Source: an optimization exercise on an open RTL-to-GDS flow (aim: small area, a short achievable clock period and few clock cycles per item). Production flows keep margins and buffers that such runs may drop.
In this exercise RTL edits were held to simulation tests only and were not proved equivalent to the original.

==> flow/design.v <==
`timescale 1ns / 1ps
module mul_module
#(
    parameter A_WIDTH = 64,
    parameter B_WIDTH = 64,
    parameter P_WIDTH = A_WIDTH + B_WIDTH
)
(
    input clk,
    input rst,
    input start,
    input [A_WIDTH-1:0] A,
    input [B_WIDTH-1:0] B,
    output [P_WIDTH-1:0] P,
    output done,
    output [7:0] cnt
    );
    reg [1:0] state;
    localparam IDLE = 2'b00;
    localparam CALC = 2'b01;
    localparam DONE = 2'b10;
    reg [B_WIDTH-1:0] B_reg;
    reg [P_WIDTH-1:0] P_reg;
    reg done_reg;
    reg [7:0] count;
    always@(posedge clk, posedge rst) begin
        if(rst) begin
            state <= IDLE;
            B_reg <= 'b0;
            P_reg <= 'b0;
            count <= 'b0;
            done_reg <= 1'b0;
        end
        else begin
            case(state)
                IDLE: begin
                    if(start) begin
                        B_reg <= B;
                        P_reg <= 'b0;
                        count <= 'b0;
                        done_reg <= 1'b0;
                        state <= CALC;
                    end
                end
                CALC: begin
                    if(count < B_WIDTH) begin
                        P_reg <= {P_reg[P_WIDTH-2:0], 1'b0} + (B_reg[B_WIDTH-1] ? {{B_WIDTH{1'b0}}, A} : {P_WIDTH{1'b0}});
                        B_reg <= {B_reg[B_WIDTH-2:0], 1'b0};  
                        count <= count + 1;
                    end
                    else begin
                        done_reg <= 1'b1;
                        state <= DONE;
                    end
                end
                DONE: begin
                    if(!start) begin
                        state <= IDLE;
                        done_reg <= 1'b0;
                    end
                end
                default: state <= IDLE;  
            endcase
        end
    end
    assign P = P_reg;
    assign done = done_reg;
    assign cnt = count;
endmodule
`timescale 1ns / 1ps
module div_module
#(  parameter N = 64,
    parameter M = 64
)
(
    input clk,
    input rst,
    input start,
    input [N-1:0] dividend,
    input [M-1:0] divisor,
    output [N-1:0] quotient,
    output [M-1:0] remainder,
    output done,
    output [7:0] cnt
);
    reg [1:0] state;
    localparam IDLE = 2'b00;
    localparam CALC = 2'b01;
    localparam DONE = 2'b10;
    reg [N-1:0] dividend_reg;
    reg [M-1:0] divisor_reg;
    reg [N-1:0] quotient_reg;
    reg [M:0] remainder_reg;
    reg [7:0] count;
    reg done_reg;
    always@(posedge clk, posedge rst) begin
        if(rst) begin
            state <= IDLE;
            dividend_reg <= 'b0;
            divisor_reg <= 'b0;
            quotient_reg <= 'b0;
            remainder_reg <= 'b0;
            count <= 'b0;
            done_reg <= 1'b0;
        end
        else begin
            case(state)
                IDLE: begin
                    if(start) begin
                        state <= CALC;
                        dividend_reg <= dividend;  
                        divisor_reg <= divisor;    
                        quotient_reg <= 'b0;  
                        remainder_reg <= 'b0;  
                        count <= 'b0;  
                        done_reg <= 1'b0;  
                    end
                end
                CALC: begin
                    if(count < N) begin
                        if({remainder_reg[M-1:0], dividend_reg[N-1]} >= divisor_reg) begin
                            remainder_reg <= {remainder_reg[M-1:0], dividend_reg[N-1]} - {1'b0, divisor_reg};  
                            quotient_reg <= {quotient_reg[N-2:0], 1'b1};  
                        end
                        else begin
                            remainder_reg <= {remainder_reg[M-1:0], dividend_reg[N-1]};  
                            quotient_reg <= {quotient_reg[N-2:0], 1'b0};
                        end
                        dividend_reg <= {dividend_reg[N-2:0], 1'b0};  
                        count <= count + 1'b1;  
                    end
                    else begin
                        done_reg <= 1'b1;  
                        state <= DONE;  
                    end
                end
                DONE: begin
                    if(!start) begin
                        state <= IDLE;  
                        done_reg <= 1'b0;
                    end
                end
                default: state <= IDLE;  
            endcase
        end
    end
    assign quotient = quotient_reg;
    assign remainder = remainder_reg[M-1:0];
    assign done = done_reg;
    assign cnt = count;
endmodule
`timescale 1ns / 1ps
module mod_mul64_module
#(
    parameter A_WIDTH = 64,
    parameter B_WIDTH = 64,
    parameter N_WIDTH = 64
)
(
    input clk,
    input rst,
    input start,
    input [A_WIDTH-1:0] A,
    input [B_WIDTH-1:0] B,
    input [N_WIDTH-1:0] N,
    output [N_WIDTH-1:0] P,
    output done
);
    reg [1:0] state;
    localparam IDLE = 2'b00;
    localparam WAIT_MUL = 2'b01;
    localparam WAIT_DIV = 2'b10;
    localparam DONE = 2'b11;
    wire [A_WIDTH+B_WIDTH-1:0] mul_result;
    wire [N_WIDTH-1:0] mod_result;
    reg mul_start, div_start;
    wire mul_done, div_done;
    reg done_reg;
    mul_module #(
        .A_WIDTH(A_WIDTH),
        .B_WIDTH(B_WIDTH),
        .P_WIDTH(A_WIDTH + B_WIDTH)
    )
    mul_module_inst(
        .clk(clk),
        .rst(rst),
        .start(mul_start),
        .A(A),
        .B(B),
        .P(mul_result),
        .done(mul_done),
        .cnt()
    );
    div_module #(
        .N(A_WIDTH + B_WIDTH),
        .M(N_WIDTH)
    )
    div_module_inst(
        .clk(clk),
        .rst(rst),
        .start(div_start),
        .dividend(mul_result),
        .divisor(N),
        .quotient(),
        .remainder(mod_result),
        .done(div_done),
        .cnt()
    );
    always @(posedge clk, posedge rst) begin
        if (rst) begin
            state <= IDLE;
            done_reg <= 1'b0;
            mul_start <= 1'b0;
            div_start <= 1'b0;
        end
        else begin
            case (state)
                IDLE: begin
                    if (start) begin
                        state <= WAIT_MUL;
                        done_reg <= 1'b0;
                        mul_start <= 1'b1;
                        div_start <= 1'b0;
                    end
                end
                WAIT_MUL: begin
                    if (mul_done) begin
                        state <= WAIT_DIV;
                        mul_start <= 1'b0;
                        div_start <= 1'b1;
                    end
                end
                WAIT_DIV: begin
                    if (div_done) begin
                        state <= DONE;
                        div_start <= 1'b0;
                        done_reg <= 1'b1;
                    end
                end
                DONE: begin
                    if (!start) begin
                        state <= IDLE;
                    end
                end
                default: state <= IDLE;
            endcase
        end
    end
    assign P = mod_result;
    assign done = done_reg;
endmodule
==> flow/run.sh <==
#!/bin/bash
# synth_recipe.tcl (not shown) runs the flow's synth.tcl, then flattens the netlist and writes it again
# the make line also repeats each setting of config.mk as NAME=value (left out here)
make -C /OpenROAD-flow-scripts/flow DESIGN_CONFIG=/design/flow/config.mk WORK_HOME=/design/flow/orfs CLKGATE_MAP_FILE= SYNTH_SCRIPT=/design/flow/synth_recipe.tcl finish
==> flow/config.mk <==
export PLATFORM = sky130hd
export DESIGN_NAME = mod_mul64_module
export DESIGN_NICKNAME = mod_mul64_module
export VERILOG_FILES = /design/flow/design.v
export SDC_FILE = /design/flow/constraint.sdc
export NUM_CORES = 4
export LEC_CHECK = 0
export CAP_MARGIN = 20
export CORE_MARGIN = 2
export CORE_UTILIZATION = 40
export SLEW_MARGIN = 20
==> flow/constraint.sdc <==
create_clock -name core_clock -period 6.0 [get_ports {clk}]
set_input_delay 1.2000 -clock core_clock [delete_from_list [all_inputs] [get_ports {clk}]]
set_output_delay 1.2000 -clock core_clock [all_outputs]
set_load 0.01 [all_outputs]
==> flow_summary.yaml, run 1 <==
synthesis:
  postSynth.topFlopCell: "sky130_fd_sc_hd__dfrtp_1"
  ys_seq_elements: 475
  synth_top_area_share_pct: 40.6
  synth-edff-count: 0
  postSynthCellCount: 3447
  synth_async_sr_flop_share_pct: 100
  postSynthNetCount: 3777
  ys_top_cells_by_area: "sky130_fd_sc_hd__dfrtp_1 (41%), sky130_fd_sc_hd__nand2_1 (8.1%), sky130_fd_sc_hd__o21ai_0 (7.5%), sky130_fd_sc_hd__ha_1 (5.7%), sky130_fd_sc_hd__mux2i_1 (4.9%)"
  synthMostInstantiatedCell: "sky130_fd_sc_hd__nand2_1"
  synthesis.area_sq_um: 29200
  library_cell_with_the_largest_summed_area_after_synthesis: "sky130_fd_sc_hd__dfrtp_1"
  synth.yosys.seq_area_share_pct: 40.6
  synth.lib_cells_used.distinct: 79
  most_frequent_cells_after_synthesis: "sky130_fd_sc_hd__nand2_1 (628), sky130_fd_sc_hd__dfrtp_1 (475), sky130_fd_sc_hd__o21ai_0 (436)"
  ys_warn_count: 3
  avgSynthCellArea_sq_um: 8.48
routing:
  routed_wirelength_mm: 79.8
  remaining_drc_errors: 0
  final_antenna_net_count: 0
  first_pass_iters: 5
  routed_wire_length_per_instance_um: 17.4
  via_per_inst: 5.45
  dr.first_iter.drc_count: 1747
  count_of_vias_placed_by_the_detailed_router: 24922
grt:
  maximum_number_of_pins_on_one_net_before_global_route_repair: 181
  groute.usage.overall_pct: 20.9
  grt_util_met2_pct: 33.2
  globalRoute.totalOverflow: 0
  most_crowded_layer_gr: "met2"
  antenna_found_initial: 0
  via_count_of_the_first_global_routing_pass: 24122
  globalRouteMet1Util_pct: 30.1
  grt_use_met3_pct: 2.65
  grt_first_pass_wirelength_mm: 130
sta:
  timing.final.crit_share_pct: 81.4
  timing_worst_slew_pin_value_ns: 0.971
  grt_setup_unrepaired: "false"
  final_count_of_negative_setup_slack_endpoints: 0
  hold_viol: 0
  layout_min_cycle_time_ns: 4.88
  drv_slew: 0
  worst_clock_skew_ns: 0.0216
  relSlewSlack_pct: 35.3
  maxClockFrequency_mhz: 205
  post-route-worst-setup-slack_ns: 1.12
clocking:
  worst_skew_pair.late_latency_ns: 0.62
  cts.repair_timing.setup_buffer_count: 0
  cts-htree-levels: 2
  cts_hold_buffers: 0
  tritoncts: "yes"
  cts.path.max_buffers: 3
  post_cts_resize_count: 0
  cts_buffers: 56
  cts_num_sinks: 475
  worst_setup_hold_path_clk_slew_ns: 0.06
  cts_root_buf: "sky130_fd_sc_hd__clkbuf_16"
place:
  place_ws_ns: 0.562
  gp_congestion: 0.922
  portBuffers: 259
  placed_cell_count: 4475
  detailed_place_hpwl_mm: 56.2
worst_setup_path:
  worst_setup_path_end_kind: "flip-flop"
  critical_path.startpoint: "A[2]"
  timing.critical_path.required_ns: 6.48
  critical_path.max_fanout: 24
  rr_startpoint: "mul_module_inst.B_reg[63]"
  timing.setup.critical_path_class: "in -> reg"
  start_kind: "input port"
  cp_data_arrival_time_ns: 5.37
worst_hold_path:
  hold_path_class: "reg -> reg"
  hp-start: "div_module_inst.dividend_reg[126]"
flow_run:
  drv_cap: 0
cells_and_area:
  n_antenna_cell: 0
  final-instance-count-excl-fill: 4572
  multi_input_comb_area_sq_um: 16200
  final.fill_count: 7073
  seq_area_sq_um: 11900
  design.final.nets: 3904
  final_core_util_pct: 47.4
  final_layout_size_suffix_gt1_share_pct: 4.62
  layout_area_overhead_pct: 17.8
outcome:
  outcome: "no timing/DRC/antenna violations"
floorplanning:
  coreArea_sq_um: 72700
  floorplan.initialDensity_pct: 40.2
  die_width_um: 274
  num_io_pins: 260
  std_cell_rows: 99
  die_h_um: 274
  die-area_sq_um: 75300
stage by stage:
stage | hold slack, ns | area (sq um) | TNS (ns)
6_report | 0.476 | 34500 | 0
5_1_grt | 0.495 | 34500 | 0
4_1_cts | 0.481 | 34500 | 0
3_5_place_dp | 0.466 | 32600 | 0
3_3_place_gp | 0.460 | 32600 | 0
2_1_floorplan | 0.446 | 29200 | -776.53
logic make-up (layout without fill, tap and decap cells):
family | count (synthesis) | after routing | share of synthesized area, %
buffers and inverters | 332 | 498 | 4.33
AO/OA/AOI/OAI | 983 | 983 | 20.4
adder cells (fa/ha/maj) | 135 | 135 | 5.83
AND/OR/NAND/NOR | 1218 | 1218 | 19.0
XOR/XNOR | 159 | 159 | 4.76
flip-flops | 475 | 475 | 40.6
multiplexers | 145 | 145 | 4.97
routing by layer:
layer / vias to the layer above / share of wire (%)
met2: 535 / 45
li1: 12417 / -
met5: - / 0
met3: 112 / 4.4
met1: 11858 / 48
met4: 0 / 2.4
final timing paths:
kind                                                     endpoint  slack [ns]  cells after the start
worst max-delay path                   mul_module_inst.P_reg[106]        1.12                     15
worst min-delay path            div_module_inst.dividend_reg[126]        0.48                      2
worst max register to register         mul_module_inst.P_reg[106]        1.21                     15
worst min register to register  div_module_inst.dividend_reg[126]        0.48                      2
max in group asynchronous                mul_module_inst.P_reg[9]        3.83                      3
min in group asynchronous       div_module_inst.remainder_reg[56]        1.03                      2
critical path, cell delays in order:
cell and delay [ns]:
sky130_fd_sc_hd__clkdlybuf4s50_1 0.39, sky130_fd_sc_hd__and2_1 0.19, sky130_fd_sc_hd__ha_1 0.29, sky130_fd_sc_hd__a21oi_1 0.08, sky130_fd_sc_hd__nand4b_1 0.26, sky130_fd_sc_hd__a2111oi_2 0.60, sky130_fd_sc_hd__nand4bb_1 0.24, sky130_fd_sc_hd__nand4b_1 0.22
sky130_fd_sc_hd__a2111oi_2 0.45, sky130_fd_sc_hd__buf_4 0.20, sky130_fd_sc_hd__o211ai_1 0.15, sky130_fd_sc_hd__a21oi_4 0.23, sky130_fd_sc_hd__nor2_2 0.20, sky130_fd_sc_hd__o311a_1 0.41, sky130_fd_sc_hd__a221o_1 0.26
layout by cell type, fill, tap and decap left out, types with 9 or more instances in the layout:
| cell | synthesis | final |
|---|---|---|
| sky130_fd_sc_hd__dfrtp_1 | 475 | 475 |
| sky130_fd_sc_hd__inv_1 | 112 | 110 |
| sky130_fd_sc_hd__clkdlybuf4s50_1 | 0 | 259 |
| sky130_fd_sc_hd__a31oi_1 | 69 | 69 |
| sky130_fd_sc_hd__o211ai_1 | 20 | 20 |
| sky130_fd_sc_hd__xnor2_1 | 78 | 78 |
| sky130_fd_sc_hd__clkbuf_8 | 0 | 15 |
| sky130_fd_sc_hd__o31ai_1 | 10 | 10 |
| sky130_fd_sc_hd__or4_1 | 9 | 9 |
| sky130_fd_sc_hd__a22oi_1 | 21 | 21 |
| sky130_fd_sc_hd__nor4_1 | 16 | 16 |
| sky130_fd_sc_hd__o21ai_0 | 436 | 436 |
| sky130_fd_sc_hd__mux2i_1 | 143 | 143 |
| sky130_fd_sc_hd__nor2b_1 | 19 | 18 |
| sky130_fd_sc_hd__a22o_1 | 23 | 23 |
| sky130_fd_sc_hd__nor3_1 | 34 | 33 |
| sky130_fd_sc_hd__or2_2 | 10 | 10 |
| sky130_fd_sc_hd__and3_1 | 45 | 45 |
| sky130_fd_sc_hd__xor2_1 | 81 | 81 |
| sky130_fd_sc_hd__nand3_1 | 79 | 79 |
| sky130_fd_sc_hd__ha_1 | 133 | 133 |
| sky130_fd_sc_hd__and4_1 | 13 | 13 |
| sky130_fd_sc_hd__a21o_1 | 72 | 72 |
| sky130_fd_sc_hd__nor2_1 | 175 | 172 |
| sky130_fd_sc_hd__nand2b_1 | 18 | 16 |
| sky130_fd_sc_hd__o21a_1 | 18 | 18 |
| sky130_fd_sc_hd__a21oi_1 | 177 | 177 |
| sky130_fd_sc_hd__a32oi_1 | 12 | 12 |
| sky130_fd_sc_hd__a211oi_1 | 9 | 9 |
| sky130_fd_sc_hd__buf_4 | 0 | 20 |
| sky130_fd_sc_hd__nand4_1 | 70 | 70 |
| sky130_fd_sc_hd__and2_1 | 73 | 73 |
| sky130_fd_sc_hd__clkbuf_16 | 0 | 56 |
| sky130_fd_sc_hd__nand2_1 | 628 | 627 |
| sky130_fd_sc_hd__o21bai_1 | 25 | 25 |
| sky130_fd_sc_hd__buf_12 | 0 | 9 |
layout make-up:
| cell class | count | share of cell area, % |
|---|---|---|
| clock inverters | 18 | 0.548 |
| repair buffers | 289 | 8.56 |
| inverters | 112 | 1.23 |
| multi-input cells | 2640 | 46.9 |
| clock buffers | 79 | 4.75 |
| well taps | 959 | 3.48 |
| flip-flops and latches | 475 | 34.5 |
Testbench counts, summed over its fixed seeds: cycles 38,400, ops 192.
==> run 2: changes to the inputs <==
==> flow/design.v (replaced) <==
`timescale 1ns / 1ps
module mod_mul64_module
#(
    parameter A_WIDTH = 64,
    parameter B_WIDTH = 64,
    parameter N_WIDTH = 64
)
(
    input clk,
    input rst,
    input start,
    input [A_WIDTH-1:0] A,
    input [B_WIDTH-1:0] B,
    input [N_WIDTH-1:0] N,
    output [N_WIDTH-1:0] P,
    output done
);
    localparam W = 67;
    localparam IDLE = 3'd0;
    localparam NORM = 3'd1;
    localparam LOOP = 3'd2;
    localparam CADD = 3'd3;
    localparam CONV = 3'd4;
    localparam SHR  = 3'd5;
    reg [2:0] state;
    reg done_reg;
    reg [5:0] sc;
    reg [6:0] cnt;
    reg b_reg;
    reg [63:0] n_reg;
    reg [3:0] a_hi;
    reg [W-1:0] S, C;
    wire c_zero = ~|C;
    wire in_loop = (state == LOOP);
    wire conv_fin = (state == CONV) && c_zero && !S[W-1];
    wire m2 = in_loop && (cnt != 7'd0);                     
    wire mh = ((state == SHR) || (conv_fin && sc != 6'd0));  
    wire m1 = !in_loop && !mh;                               
    wire add_n = (state == CADD) || ((state == CONV) && c_zero && S[W-1]);
    wire [W-1:0] s_in = ({W{m2}} & {S[W-2:0], 1'b0})
                      | ({W{m1}} & S)
                      | ({W{mh}} & {1'b0, S[W-1:1]});
    wire [W-1:0] c_in = ({W{m2}} & {C[W-2:0], 1'b0})
                      | ({W{!in_loop}} & C);
    wire xb = in_loop & b_reg;
    wire [W-1:0] x = {3'b000, {4{xb}} & a_hi, {60{xb}} & A[59:0]};
    wire [W-1:0] s1 = s_in ^ c_in ^ x;
    wire [W-1:0] maj1 = (s_in & c_in) | (s_in & x) | (c_in & x);
    wire [W-1:0] c1 = {maj1[W-2:0], 1'b0};
    wire [5:0] g = s1[W-1:W-6] + c1[W-1:W-6];
    wire [5:0] u = g + 6'd48;
    wire [2:0] xf = {1'b1, n_reg[62:61]};
    wire [5:0] t0 = 6'd46 - {3'b000, xf};        
    wire [5:0] tm1 = 6'd45 - {2'b00, xf, 1'b0};  
    wire ge2 = (u >= 6'd48);
    wire ge1 = (u >= 6'd47);
    wire ge0 = (u >= t0);
    wire gem1 = (u >= tm1);
    wire q_p2 = ge2;
    wire q_p1 = ge1 & !ge2;
    wire q_m1 = gem1 & !ge0;
    wire q_m2 = !gem1;
    wire sel1 = (in_loop & (q_p1 | q_m1)) | add_n;
    wire sel2 = in_loop & (q_p2 | q_m2);
    wire neg  = in_loop & (q_p2 | q_p1);
    wire [W-1:0] y = (({W{sel1}} & {3'b000, n_reg})
                   |  ({W{sel2}} & {2'b00, n_reg, 1'b0})) ^ {W{neg}};
    wire [W-1:0] s2 = s1 ^ c1 ^ y;
    wire [W-1:0] maj2 = (s1 & c1) | (s1 & y) | (c1 & y);
    wire [W-1:0] c2 = {maj2[W-2:0], neg};
    always @(posedge clk) begin
        S <= s2;
        C <= c2;
        a_hi <= A[63:60];
    end
    wire [6:0] cnt_n = cnt + 7'd1;
    wire [5:0] bidx = ~cnt_n[5:0];
    always @(posedge clk) begin
        if (state == IDLE)
            n_reg <= N;
        else if (state == NORM)
            n_reg <= {n_reg[62:0], 1'b0};
    end
    always @(posedge clk, posedge rst) begin
        if (rst) begin
            state <= IDLE;
            done_reg <= 1'b0;
            sc <= 6'd0;
            cnt <= 7'd0;
            b_reg <= 1'b0;
        end
        else begin
            case (state)
                IDLE: begin
                    b_reg <= B[63];
                    cnt <= 7'd0;
                    sc <= 6'd0;
                    if (start) begin
                        done_reg <= 1'b0;
                        state <= N[63] ? LOOP : NORM;
                    end
                end
                NORM: begin
                    sc <= sc + 6'd1;
                    if (n_reg[62])
                        state <= LOOP;
                end
                LOOP: begin
                    cnt <= cnt_n;
                    b_reg <= !cnt_n[6] & B[bidx];
                    if (cnt == {1'b0, sc} + 7'd63)
                        state <= CADD;
                end
                CADD: begin
                    state <= CONV;
                end
                CONV: begin
                    if (conv_fin) begin
                        if (sc != 6'd0) begin
                            sc <= sc - 6'd1;
                            if (sc == 6'd1) begin
                                state <= IDLE;
                                done_reg <= 1'b1;
                            end
                            else
                                state <= SHR;
                        end
                        else begin
                            state <= IDLE;
                            done_reg <= 1'b1;
                        end
                    end
                end
                SHR: begin
                    sc <= sc - 6'd1;
                    if (sc == 6'd1) begin
                        state <= IDLE;
                        done_reg <= 1'b1;
                    end
                end
                default: state <= IDLE;
            endcase
        end
    end
    assign P = S[63:0];
    assign done = done_reg;
endmodule
==> run 2 against run 1 <==
Net effect: the layout now fails its checks (setup timing); maximum frequency shrank 29%; count of clock-buffer cells in the layout shrank 37; sequential share of layout area fell by 10 points; clock skew fell by 0.012 ns; highest routed layer unchanged.
==> flow_summary.yaml, run 2 <==
synthesis:
  synthMostInstantiatedCell: "sky130_fd_sc_hd__inv_1"
  yosys-mux-area-fraction_pct: 7.89
  synth-edff-count: 64
  library_cell_with_the_largest_summed_area_after_synthesis: "sky130_fd_sc_hd__dfxtp_1"
  yosys.area_share.adder_pct: 19.4
  most_frequent_cells_after_synthesis: "sky130_fd_sc_hd__inv_1 (149), sky130_fd_sc_hd__a21oi_1 (138), sky130_fd_sc_hd__dfxtp_1 (138)"
  postSynth.topFlopCell: "sky130_fd_sc_hd__dfxtp_1"
  avgSynthCellArea_sq_um: 10.4
  synth_top_family_by_area: "adder cells"
  postSynthNetCount: 1800
  synthesis.area_sq_um: 15100
  synth_simple_gate_area_share_pct: 8.96
  synth.yosys.seq_area_share_pct: 34.0
  synth.lib_cells_used.distinct: 59
  synthXorXnorAreaFrac_pct: 1.27
  synth_top_area_share_pct: 18.3
  postSynthCellCount: 1448
  ys_top_cells_by_area: "sky130_fd_sc_hd__dfxtp_1 (18%), sky130_fd_sc_hd__fa_1 (17%), sky130_fd_sc_hd__edfxtp_1 (13%), sky130_fd_sc_hd__mux2_2 (4.8%), sky130_fd_sc_hd__a21oi_1 (4.6%)"
  synth_compound_gate_area_share_pct: 18.6
  ys_seq_elements: 220
  ys_warn_count: 1
  synth_async_sr_flop_share_pct: 8.18
grt:
  maximum_number_of_pins_on_one_net_before_global_route_repair: 54
  globalRoute.totalOverflow: 0
  most_crowded_layer_gr: "met2"
  antenna_found_initial: 1
  grt_use_met3_pct: 3.05
  groute.usage.overall_pct: 24.4
  globalRouteMet1Util_pct: 33.6
  grt_first_pass_wirelength_mm: 75.0
  grt_util_met2_pct: 40.8
  via_count_of_the_first_global_routing_pass: 13029
cells_and_area:
  final_layout_size_suffix_gt1_share_pct: 28.7
  layout_area_overhead_pct: 39.5
  most-common-layout-cells: "sky130_fd_sc_hd__clkdlybuf4s50_1 (259), sky130_fd_sc_hd__buf_4 (192), sky130_fd_sc_hd__inv_1 (146)"
  final.fill_count: 3282
  seq_area_sq_um: 5140
  final-instance-count-excl-fill: 2323
  multi_input_comb_area_sq_um: 9310
  design.final.nets: 2143
  layout_commonest_cell: "sky130_fd_sc_hd__clkdlybuf4s50_1"
clocking:
  worst_setup_hold_path_clk_slew_ns: 0.06
  worst_skew_pair.late_latency_ns: 0.53
  cts_num_sinks: 220
  cts_buffers: 26
  cts-htree-levels: 1
  cts_root_buf: "sky130_fd_sc_hd__clkbuf_16"
  tritoncts: "yes"
  cts.path.max_buffers: 3
worst_hold_path:
  hp-start: "b_reg"
  hold_path_class: "reg -> reg"
  min_to: "b_reg"
  cell_depth_of_the_worst_min_delay_path: 2
worst_setup_path:
  critical_path.slowest_cell: "sky130_fd_sc_hd__or4_4"
  cp_data_arrival_time_ns: 7.32
  critical_path.reg2reg.endpoint: "S[49]"
  depth_of_the_most_critical_reg_to_reg_path: 26
  critPathBufInv: 4
  setup.reg_to_reg.worst_slack_ns: -0.91
  timing.critical_path.required_ns: 6.41
  critical-path-max-stage-delay_ns: 0.59
  cp_top_family: "simple AND/OR/NAND/NOR gates"
  rr_startpoint: "C[46]"
  worst_setup_path_end_kind: "flip-flop"
  critical_path.max_fanout: 33
  start_kind: "flip-flop"
  timing.setup.critical_path_class: "reg -> reg"
sta:
  hold_viol: 0
  post-route-worst-setup-slack_ns: -0.906
  drv_slew: 0
  relSlewSlack_pct: 35.8
  timing_worst_slew_pin_value_ns: 0.960
  layout_min_cycle_time_ns: 6.91
  final.setup.tns_ns: -97.64
  maxClockFrequency_mhz: 145
  worst_clock_skew_ns: 0.00949
  timing.final.crit_share_pct: 115
  grt_setup_unrepaired: "true"
  final_count_of_negative_setup_slack_endpoints: 128
flow_run:
  drv_cap: 0
outcome:
  failed_layout_checks: "setup timing"
  outcome: "failed layout checks"
routing:
  via_per_inst: 5.57
  dr.first_iter.drc_count: 870
  routed_wire_length_per_instance_um: 21.1
  count_of_vias_placed_by_the_detailed_router: 12950
  final_antenna_net_count: 0
  remaining_drc_errors: 0
  first_pass_iters: 5
  routed_wirelength_mm: 49.1
floorplanning:
  die-area_sq_um: 39400
  coreArea_sq_um: 37500
  std_cell_rows: 71
  die_h_um: 198
  floorplan.initialDensity_pct: 40.3
  num_io_pins: 260
  die_width_um: 198
place:
  gp_congestion: 0.941
  detailed_place_hpwl_mm: 35.8
  placed_cell_count: 2223
  portBuffers: 259
  place_ws_ns: -0.988
run 2: kinds of logic (layout without fill, tap and decap cells):
group | count (synthesis) | count (layout)
buffers and inverters | 316 | 679
multiplexers | 86 | 86
flip-flops | 220 | 220
other | 0 | 1
AND/OR/NAND/NOR | 263 | 263
adder cells (fa/ha/maj) | 157 | 157
XOR/XNOR | 21 | 21
AO/OA/AOI/OAI | 385 | 385
run 2: metrics by stage:
stage | cell area, sq um | hold slack (ns) | util, %
floorplan | 15600 | 0.456 | -
global placement | 19400 | 0.475 | 51.7
detailed placement | 19400 | 0.486 | 51.7
CTS | 20800 | 0.500 | 55.4
global route | 21100 | 0.558 | 56.3
finish | 21100 | 0.496 | 56.3
run 2: layout make-up:
cell class,instances,share of cell area [%]
Clock buffer,42,3.86
Antenna cell,1,0.0119
Inverter,149,2.65
Sequential cell,220,24.4
Tap cell,511,3.03
Multi-Input combinational cell,912,44.1
Timing Repair Buffer,482,21.8
Clock inverter,6,0.154
run 2: worst reg2reg max path: cells and delay by family (launching register included):
family                     cells  cell delay [ns]
adders and majority gates      6             1.93
buffers and inverters          4             0.49
DFF                            1             0.39
AOI/OAI and AO/OA              6             1.15
and+or+nand+nor                9             2.74
xor gates and xnor gates       1             0.11
run 2: repair_timing:
action                     in CTS  in global routing
resized for setup              59                 46
hold buffers                    0                  0
pin swaps                      32                 82
cloned                          1                  5
buffers inserted               41                  7
setup endpoints to repair     129                130
run 2: metal layers:
layer,routed length (um),vias up
li1,-,5903
met1,21700,6501
met2,23300,470
met3,2870,76
met4,1170,0
met5,0,-
run 2: worst max path at each step:
stage,start,endpoint,depth (start not counted)
floorplan,C[37],S[1],28
global placement,C[34],C[62],27
detailed placement,C[34],C[62],27
CTS,C[20],S[4],32
global route,C[9],S[12],29
finish,C[46],S[49],26
Testbench counts of run 2, summed over its fixed seeds: cycles 14,378, ops 192.

==> re-timing with driven ports <==
Ports are ideal in the flow. The routed layouts listed here were re-timed in OpenROAD. Step 1 assumes that a clkbuf_16 drives the clock port and a buf_2 every other input. Step 2, shift: input delay + t, output delay - t, t = (earliest + latest rising clock arrival at the registers) / 2. This alone moves slack from input paths to output paths. a / b / c = ideal ports / drivers / drivers and shift; a / b = the first two.
run	t, ns	setup WS [ns]	worst setup path after step 2	worst register clock-pin slew, ns	cell pins on the clock port's net
run 1	0.671	1.117 / 1.089 / 0.418	input to register	0.06 / 0.06	1
run 2	0.587	-0.906 / -0.906 / -0.906	register to register	0.06 / 0.06	1
For run 1, which loses most, drivers alone change the setup slack by -0.028 ns; drivers and shift together by -0.699 ns.
